Context: an optimization exercise on an open-source flow, tuned for small area and a short achievable clock period. The choices shown serve that exercise and are no tape-out recipe.
Only simulation tests tie the RTL to the original design; equivalence was not proved.
Power figures rest on the tool's default switching activity, not on a simulated workload.

tundra:
## FPM
module FPM(A, B, SUM, clk);
  input [31:0] A, B;
  input clk;
  output [31:0] SUM;
  wire       s0_sgn = A[31] ^ B[31];
  wire [7:0] s0_exp = A[30:23] + B[30:23] + 8'h81;
  wire n1 = A[1] & A[0];
  wire n2 = A[1] ^ A[0];
  wire n3 = A[2] & A[1];
  wire n4 = A[2] ^ A[1];
  wire n5 = A[3] & A[2];
  wire n6 = A[3] ^ A[2];
  wire n7 = A[4] & A[3];
  wire n8 = A[4] ^ A[3];
  wire n9 = A[5] & A[4];
  wire n10 = A[5] ^ A[4];
  wire n11 = A[6] & A[5];
  wire n12 = A[6] ^ A[5];
  wire n13 = A[7] & A[6];
  wire n14 = A[7] ^ A[6];
  wire n15 = A[8] & A[7];
  wire n16 = A[8] ^ A[7];
  wire n17 = A[9] & A[8];
  wire n18 = A[9] ^ A[8];
  wire n19 = A[10] & A[9];
  wire n20 = A[10] ^ A[9];
  wire n21 = A[11] & A[10];
  wire n22 = A[11] ^ A[10];
  wire n23 = A[12] & A[11];
  wire n24 = A[12] ^ A[11];
  wire n25 = A[13] & A[12];
  wire n26 = A[13] ^ A[12];
  wire n27 = A[14] & A[13];
  wire n28 = A[14] ^ A[13];
  wire n29 = A[15] & A[14];
  wire n30 = A[15] ^ A[14];
  wire n31 = A[16] & A[15];
  wire n32 = A[16] ^ A[15];
  wire n33 = A[17] & A[16];
  wire n34 = A[17] ^ A[16];
  wire n35 = A[18] & A[17];
  wire n36 = A[18] ^ A[17];
  wire n37 = A[19] & A[18];
  wire n38 = A[19] ^ A[18];
  wire n39 = A[20] & A[19];
  wire n40 = A[20] ^ A[19];
  wire n41 = A[21] & A[20];
  wire n42 = A[21] ^ A[20];
  wire n43 = A[22] & A[21];
  wire n44 = A[22] ^ A[21];
  wire n45 = 1'b1 & A[22];
  wire n46 = 1'b1 ^ A[22];
  wire n47 = n1 | (n2 & 1'b0);
  wire n48 = n2 & A[0];
  wire n49 = n3 | (n4 & n1);
  wire n50 = n4 & n2;
  wire n51 = n5 | (n6 & n3);
  wire n52 = n6 & n4;
  wire n53 = n7 | (n8 & n5);
  wire n54 = n8 & n6;
  wire n55 = n9 | (n10 & n7);
  wire n56 = n10 & n8;
  ...
Size in the first run: about 2,200 cells after synthesis, ~620 flip-flops, ~97 I/O pins.
==> flow/config.mk <==
export PLATFORM = sky130hd
export DESIGN_NAME = FPM
export DESIGN_NICKNAME = FPM
export VERILOG_FILES = /design/flow/design.v
export SDC_FILE = /design/flow/constraint.sdc
export NUM_CORES = 4
export LEC_CHECK = 0
export CAP_MARGIN = 20
export CORE_MARGIN = 2
export CORE_UTILIZATION = 55
export CTS_CLUSTER_DIAMETER = 100
export CTS_CLUSTER_SIZE = 32
export SETUP_SLACK_MARGIN = 0.95
export SLEW_MARGIN = 20
export SYNTH_HIERARCHICAL = 1
export SYNTH_MINIMUM_KEEP_SIZE = 0
==> flow/constraint.sdc <==
create_clock -name core_clock -period 3.0 [get_ports {clk}]
set_input_delay 0.6000 -clock core_clock [delete_from_list [all_inputs] [get_ports {clk}]]
set_output_delay 0.6000 -clock core_clock [all_outputs]
set_load 0.01 [all_outputs]
run.sh (not shown) runs the stock make flow with config.mk's settings and CLKGATE_MAP_FILE= SYNTH_SCRIPT=/design/flow/synth_recipe.tcl, a recipe that flattens the netlist after the stock synthesis.
Input-level comparison between sierra and tundra:
- CTS_CLUSTER_DIAMETER removed (was 100)
- CTS_CLUSTER_SIZE removed (was 32)
==> run notes <==
Summary of sierra over tundra: leakage power summed over all cells climbed about 6%; total via count in the routed design climbed about 1.9%; wire length of the first global-routing pass climbed 1.6%; final clock period utilization by the worst path barely changed.
sierra vs tundra: number of cells traversed by the worst register-to-register path down in sierra
sierra against tundra: area growth from synthesis to final layout shows an increase of 5.4 points; largest net degree at the start of global routing decreased by 12% relative to the old numbers.
The total power reported for sierra is greater than that of tundra by 15%.
### sierra -> lagoon
- setting CTS_CLUSTER_SIZE to 28 for the first time
- setting CTS_CLUSTER_DIAMETER to 90 for the first time
==> flow/flow/run.sh (new file) <==
#!/bin/bash
# Layout: the standard ORFS flow (standard.sh, unchanged synthesis and
# steps), except that the buffers global placement puts on the input and
# output ports are plain buffers (buf_1, resized later as timing needs)
# instead of the delay cell buffer_ports picks by default.
set -euo pipefail
cd "$(dirname "$0")/.."
export BUFFER_PORTS_ARGS="-buffer_cell sky130_fd_sc_hd__buf_2"
bash standard.sh > standard_flow.log 2>&1
==> flow/standard.sh (new file) <==
#!/bin/bash
# synth_recipe.tcl (not shown) runs the flow's synth.tcl, then flattens the netlist and writes it again
# the make line also repeats each setting of config.mk as NAME=value (left out here)
make -C /OpenROAD-flow-scripts/flow DESIGN_CONFIG=/design/flow/config.mk WORK_HOME=/design/flow/orfs CLKGATE_MAP_FILE= SYNTH_SCRIPT=/design/flow/synth_recipe.tcl "${@:-finish}"
removed: flow/run.sh
## What came out
- Row multi-input logic portion of the cell area: lagoon higher / sierra lower
- Clock share of power: lagoon and sierra compared, lower one is lagoon
- Going from sierra to lagoon, count of buffers added by post-CTS timing repair for setup fell by 1, clock-buffer cell count fell by about 60%, power in combinational cells fell by about 1%.
- Total power of the final layout (lagoon over sierra): decrease, 11%
The inputs of cedar differ from those of lagoon as listed below.
- setting PLACE_DENSITY to 0.8 for the first time
- changing CTS_CLUSTER_SIZE from 28 to 32
- changing CORE_UTILIZATION from 55 to 65
- changing CTS_CLUSTER_DIAMETER from 90 to 100
==> flow/run.sh (new file) <==
#!/bin/bash
# synth_recipe.tcl (not shown) runs the flow's synth.tcl, then flattens the netlist and writes it again
# the make line also repeats each setting of config.mk as NAME=value (left out here)
make -C /OpenROAD-flow-scripts/flow DESIGN_CONFIG=/design/flow/config.mk WORK_HOME=/design/flow/orfs CLKGATE_MAP_FILE= SYNTH_SCRIPT=/design/flow/synth_recipe.tcl finish
removed: flow/flow/run.sh
removed: flow/standard.sh
## What came out
cedar finished every step from synthesis to the final layout, and the layout passed the timing, DRC and antenna checks.
Against lagoon, cedar reports a die area that is lower.
Critical path class = register to register: lagoon; critical path class = input pin to register: cedar
In the final design statistics, cedar uses fewer standard cells in total than lagoon.
Total wirelength of the detailed-routed design, cedar and lagoon: lower on cedar
Changes observed in cedar relative to lagoon: core utilization grew by 11 points, fraction of power consumed by sequential logic grew by 1.0 points, cell count after placement shrank by 2.9%, die boundary width shrank by 7.9%.
cedar vs. lagoon: final weighted congestion in routability-driven placement higher; shortest clock period the worst path allows after layout increased by 25 ps relative to the old numbers; power fell about 1.7%; global-route usage moved up.

-- separate check: timing with driven ports --
In the flow no input, the clock included, has a driving cell. The finished layouts below were timed again as built, in two steps.
Step 1 sets driving cells, clkbuf_16 on the clock port and buf_2 on the other inputs (assumed; they add their load-dependent delay and slew).
Step 2 adds t to the input delays and takes it off the output delays; t is the mean of the earliest and latest rising clock arrival at the registers after step 1. Input paths then give back, and output paths get back, about the clock's delay inside the block.
Slacks: ideal / step 1 / step 2; pairs: ideal / step 1.
| run | t, ns | setup WS [ns] | worst data-port slew with drivers (ns) | cell pins on the clock port's net |
|---|---|---|---|---|
| tundra | 0.653 | 0.980 / 0.993 / 0.371 | 0.08 | 1 |
| sierra | 0.677 | 0.979 / 0.979 / 0.353 | 0.08 | 1 |
| lagoon | 0.674 | 0.965 / 0.965 / 0.346 | 0.08 | 1 |
| cedar | 0.631 | 0.940 / 0.950 / 0.349 | 0.08 | 1 |
After both steps setup and hold are still met in every run listed. The setup slack of sierra, which loses most, moves by 0.000 ns with the drivers and by -0.626 ns with both steps.
